Context: an optimization exercise on an open-source flow, tuned for small area. The choices shown serve that exercise and are no tape-out recipe.
Where RTL was checked, it was by simulation tests only, not by an equivalence proof against the original.
Power is estimated from default activity; no workload was simulated.

pepper:
==> module TOP_VIEW, before the edit <==
module TOP_VIEW#(parameter alu_width =16)
(
  input wire [alu_width-1:0]    A,B,
  input wire                    clk,rst,
  input wire [3:0]              alu_fun,
  output wire                   arith_flag,carry_out,logic_flag,comp_flag,shift_flag,
  output wire [alu_width-1:0]   arith_out,logic_out,comp_out,shift_out
  );
localparam KS = 5;
localparam P0 = KS % 2;
wire arith_enable, logic_enable, comp_enable, shift_enable;
DECODER_UNIT U_decoder(
  .alu_fun(alu_fun[3:2]),
  .arith_enable(arith_enable),
  .logic_enable(logic_enable),
  .shift_enable(shift_enable),
  .comp_enable(comp_enable)
  );
wire mul_i = arith_enable & alu_fun[1:0] == 2'b10;
wire div_i = arith_enable & alu_fun[1:0] == 2'b11;
wire add_i = arith_enable & alu_fun[1:0] == 2'b00;
wire [16-KS:0] r_mid;
wire [15:KS]   sel_hi;
ARITHMATIC_UNIT #(.KH(15), .KL(KS), .P_TOP((15-KS)%2)) U_arith_hi(
  .A(A), .B(B),
  .mul(mul_i), .div(div_i), .add(add_i),
  .r_in((15-KS)%2 == 1),
  .r_out(r_mid),
  .sel(sel_hi)
  );
reg [KS-1:0]   a_lo;
reg [15-KS:0]  h_r;        
reg [15:0]     b_r;
reg [16-KS:0]  r_r;        
reg [1:0]      fun_r;
reg            arith_en, logic_en, comp_en, shift_en;
always @(posedge clk) begin
  a_lo  <= A[KS-1:0];
  h_r   <= div_i ? sel_hi : A[15:KS];
  b_r   <= B;
  r_r   <= r_mid;
  fun_r <= alu_fun[1:0];
end
always @(posedge clk or negedge rst) begin
  if (!rst) begin
    arith_en <= 1'b0;
    logic_en <= 1'b0;
    comp_en  <= 1'b0;
    shift_en <= 1'b0;
  end else begin
    arith_en <= arith_enable;
    logic_en <= logic_enable;
    comp_en  <= comp_enable;
    shift_en <= shift_enable;
  end
end
assign arith_flag = arith_en;
assign logic_flag = logic_en;
assign comp_flag  = comp_en;
assign shift_flag = shift_en;
wire [15:0] a_r = {h_r, a_lo};
wire div_sel = fun_r == 2'b11;
wire [16:0] sum_p;
wire [16:0] sum = sum_p ^ {17{P0 == 1}};
wire [KS-1:0] sel_lo;
ARITHMATIC_UNIT #(.KH(KS-1), .KL(0), .P_TOP(1)) U_arith_lo(
  .A(a_r), .B(b_r),
  .mul(arith_en & fun_r == 2'b10),
  .div(arith_en & div_sel),
  .add(arith_en & fun_r == 2'b00),
  .r_in(r_r),
  .r_out(sum_p),
  .sel(sel_lo)
  );
assign arith_out = arith_en ? (div_sel ? {h_r, sel_lo} : sum[15:0]) : 16'b0;
assign carry_out = arith_en & ~div_sel & sum[16];
LOGIC_UNIT U_logic(
  .A(a_r),
  .B(b_r),
  .logic_enable(logic_en),
  .alu_fun(fun_r),
  .logic_out(logic_out)
  );
comparsion_unit #(.P(P0)) U_comp(
  .diff(sum_p),
  .comp_enable(comp_en),
  .alu_fun(fun_r),
  .comp_out(comp_out)
  );
shift_unit U_shift(
  .A(a_r),
  .B(b_r),
  .shift_enable(shift_en),
  .alu_fun(fun_r),
  .shift_out(shift_out)
  );
endmodule
==> flow/config.mk <==
export PLATFORM = sky130hd
export DESIGN_NAME = TOP_VIEW
export DESIGN_NICKNAME = TOP_VIEW
export VERILOG_FILES = /design/flow/design.v
export SDC_FILE = /design/flow/constraint.sdc
export NUM_CORES = 4
export LEC_CHECK = 0
export CAP_MARGIN = 5
export CORE_MARGIN = 2
export CORE_UTILIZATION = 40
export CTS_BUF_LIST = sky130_fd_sc_hd__clkbuf_8
export SLEW_MARGIN = 5
==> flow/constraint.sdc <==
create_clock -name core_clock -period 36.0 [get_ports {clk}]
set_input_delay 7.2000 -clock core_clock [delete_from_list [all_inputs] [get_ports {clk}]]
set_output_delay 7.2000 -clock core_clock [all_outputs]
set_load 0.01 [all_outputs]
standard.sh (not shown) runs the stock make flow with config.mk's settings and CLKGATE_MAP_FILE= SYNTH_SCRIPT=/design/flow/synth_recipe.tcl, a recipe that flattens the netlist after the stock synthesis.
==> flow/flow/run.sh <==
#!/bin/bash
# Layout flow: the standard flow (standard.sh) with these changes.
#  - Synthesis is the standard flow's synthesis script, except that ABC maps the logic
#    with the area-oriented script flow/abc_area.script instead of ORFS's
#    default.  ABC does not touch registers, so they are the same as in the
#    standard synthesis.
#  - The array's cells (modules ALU_CELL*, ALU_SEL*) keep their hierarchy
#    through ABC, so each is mapped on its own; the standard flow's synthesis script
#    flattens the netlist before the layout as usual.
#  - After synthesis, flow/fa_pins.py reconnects full adders whose ripple
#    carry came in at A or B so that it comes in at CIN, the fastest input
#    (a full adder's function is symmetric in its inputs).
#  - Port buffers are sky130_fd_sc_hd__buf_1; the resizer still sizes them
#    up where timing or slew needs it.
#  - After global routing, ORFS's power recovery (RECOVER_POWER) downsizes
#    gates off the critical paths.
# Each tool's output goes to a log file in this folder.
set -euo pipefail
HERE=$(pwd)
FLOWDIR=$HERE/flow

# ORFS's synth.tcl with the abc call replaced
sed 's#^\(\s*\)log_cmd abc {\*}$abc_args$#\1log_cmd abc -script '"$FLOWDIR"'/abc_area.script {*}$lib_args {*}$lib_dont_use_args#' \
  "$FLOW_HOME/scripts/synth.tcl" > "$HERE/synth_area.tcl"
grep -q "abc_area.script {\*}\$lib_args" "$HERE/synth_area.tcl"

# The standard flow's synthesis script, sourcing that copy
sed 's#^source \$::env(SCRIPTS_DIR)/synth.tcl$#source '"$HERE"'/synth_area.tcl#' \
  "$HERE/synth_recipe.tcl" > "$HERE/synth_recipe_area.tcl"
grep -q "synth_area.tcl" "$HERE/synth_recipe_area.tcl"

# standard.sh, using that synthesis script
sed 's#SYNTH_SCRIPT=[^ ]*synth_recipe.tcl#SYNTH_SCRIPT='"$HERE"'/synth_recipe_area.tcl#' \
  "$HERE/standard.sh" > "$HERE/standard_area.sh"
grep -q "synth_recipe_area.tcl" "$HERE/standard_area.sh"

# the modules named ALU_CELL* and ALU_SEL* in the design
export SYNTH_KEEP_MODULES="$(sed -n 's/^\s*module\s\+\(ALU_\(CELL\|SEL\)\w*\).*/\1/p' "$FLOW_DESIGN" | sort -u | tr '\n' ' ')"
echo "SYNTH_KEEP_MODULES=$SYNTH_KEEP_MODULES" > "$HERE/keep_modules.log"
export BUFFER_PORTS_ARGS="-buffer_cell sky130_fd_sc_hd__buf_1"
export RECOVER_POWER=100

RESULTS=$HERE/orfs/results/$FLOW_PLATFORM/TOP_VIEW/base
bash "$HERE/standard_area.sh" "$RESULTS/1_2_yosys.v" > "$HERE/flow_synth.log" 2>&1
python3 "$FLOWDIR/fa_pins.py" "$RESULTS/1_2_yosys.v" > "$HERE/fa_pins.log" 2>&1
bash "$HERE/standard_area.sh" > "$HERE/flow.log" 2>&1
Other scripts of this flow, unchanged in this note and not shown: flow/flow/abc_area.script, flow/flow/fa_pins.py
Layout checks on pepper: not met. Flow itself completed; violations: max-capacitance violations, max-slew violations.
Inputs modified between pepper and raven:
--- a/flow/design.v
+++ b/flow/design.v
@@ -186,6 +186,7 @@
 reg [15:0]     b_r;
 reg [16-KS:0]  r_r;        
 reg [1:0]      fun_r;
+reg            mul_r, div_r;     
 reg            arith_en, logic_en, comp_en, shift_en;
 always @(posedge clk) begin
   a_lo  <= A[KS-1:0];
@@ -193,6 +194,8 @@
   b_r   <= B;
   r_r   <= r_mid;
   fun_r <= alu_fun[1:0];
+  mul_r <= mul_i;
+  div_r <= div_i;
 end
 always @(posedge clk or negedge rst) begin
   if (!rst) begin
@@ -218,8 +221,8 @@
 wire [KS-1:0] sel_lo;
 ARITHMATIC_UNIT #(.KH(KS-1), .KL(0), .P_TOP(1)) U_arith_lo(
   .A(a_r), .B(b_r),
-  .mul(arith_en & fun_r == 2'b10),
-  .div(arith_en & div_sel),
+  .mul(mul_r),
+  .div(div_r),
   .add(arith_en & fun_r == 2'b00),
   .r_in(r_r),
   .r_out(sum_p),
Notes after the runs:
Summary of pepper and raven: one run falls short of a clean finish, namely pepper.
NOTE: number of multi-input combinational cells in the layout in raven exceeds that of pepper
Setup slack in raven is smaller than in pepper.
Comparing pepper and raven, the lower final instance area is on raven.
| share of the clock period used by the worst path after layout | raven vs pepper | 0.15 points higher |
In the flow results for pepper and raven, the sequential cell area share is larger on raven.
Compared with pepper, raven shows wire length of the first global-routing pass that has gone up slightly.
| part of the power in the clock network | raven vs pepper | 0.8 points higher |
Actual slew at the worst max-slew pin for raven is lower than for pepper.
For the switching fraction of total power, raven came in 0.60 points lower than pepper did.
In terms of fill cell instance count of the final layout, raven and pepper differ only marginally.
The portion of the layout cell area used by clock cells was comparable across pepper and raven.
No functional check of the RTL was part of pepper.

-- static timing again, ports no longer ideal --
The flow's constraints put no driver on any port. The routed layouts listed below were extracted and timed again, unchanged, in two steps.
Step 1 (the two cells are an assumption about what drives the block):
set clk [get_ports {clk}]
set_driving_cell -lib_cell sky130_fd_sc_hd__clkbuf_16 $clk
set_driving_cell -lib_cell sky130_fd_sc_hd__buf_2 [delete_from_list [all_inputs] $clk]
Step 2 moves the port delays by t, midway between the first and last clock arrival at a register: inputs arrive t later, outputs are due t later. That takes back most of the time a late clock gives input paths.
a / b / c = ideal ports / drivers / drivers and shift; a / b = the first two.
run | t (ns) | setup WS [ns] | worst register clock-pin slew, ns
pepper | 0.337 | 0.739 / 0.710 / 0.903 | 0.09 / 0.09
raven | 0.331 | 0.685 / 0.657 / 0.848 | 0.10 / 0.10
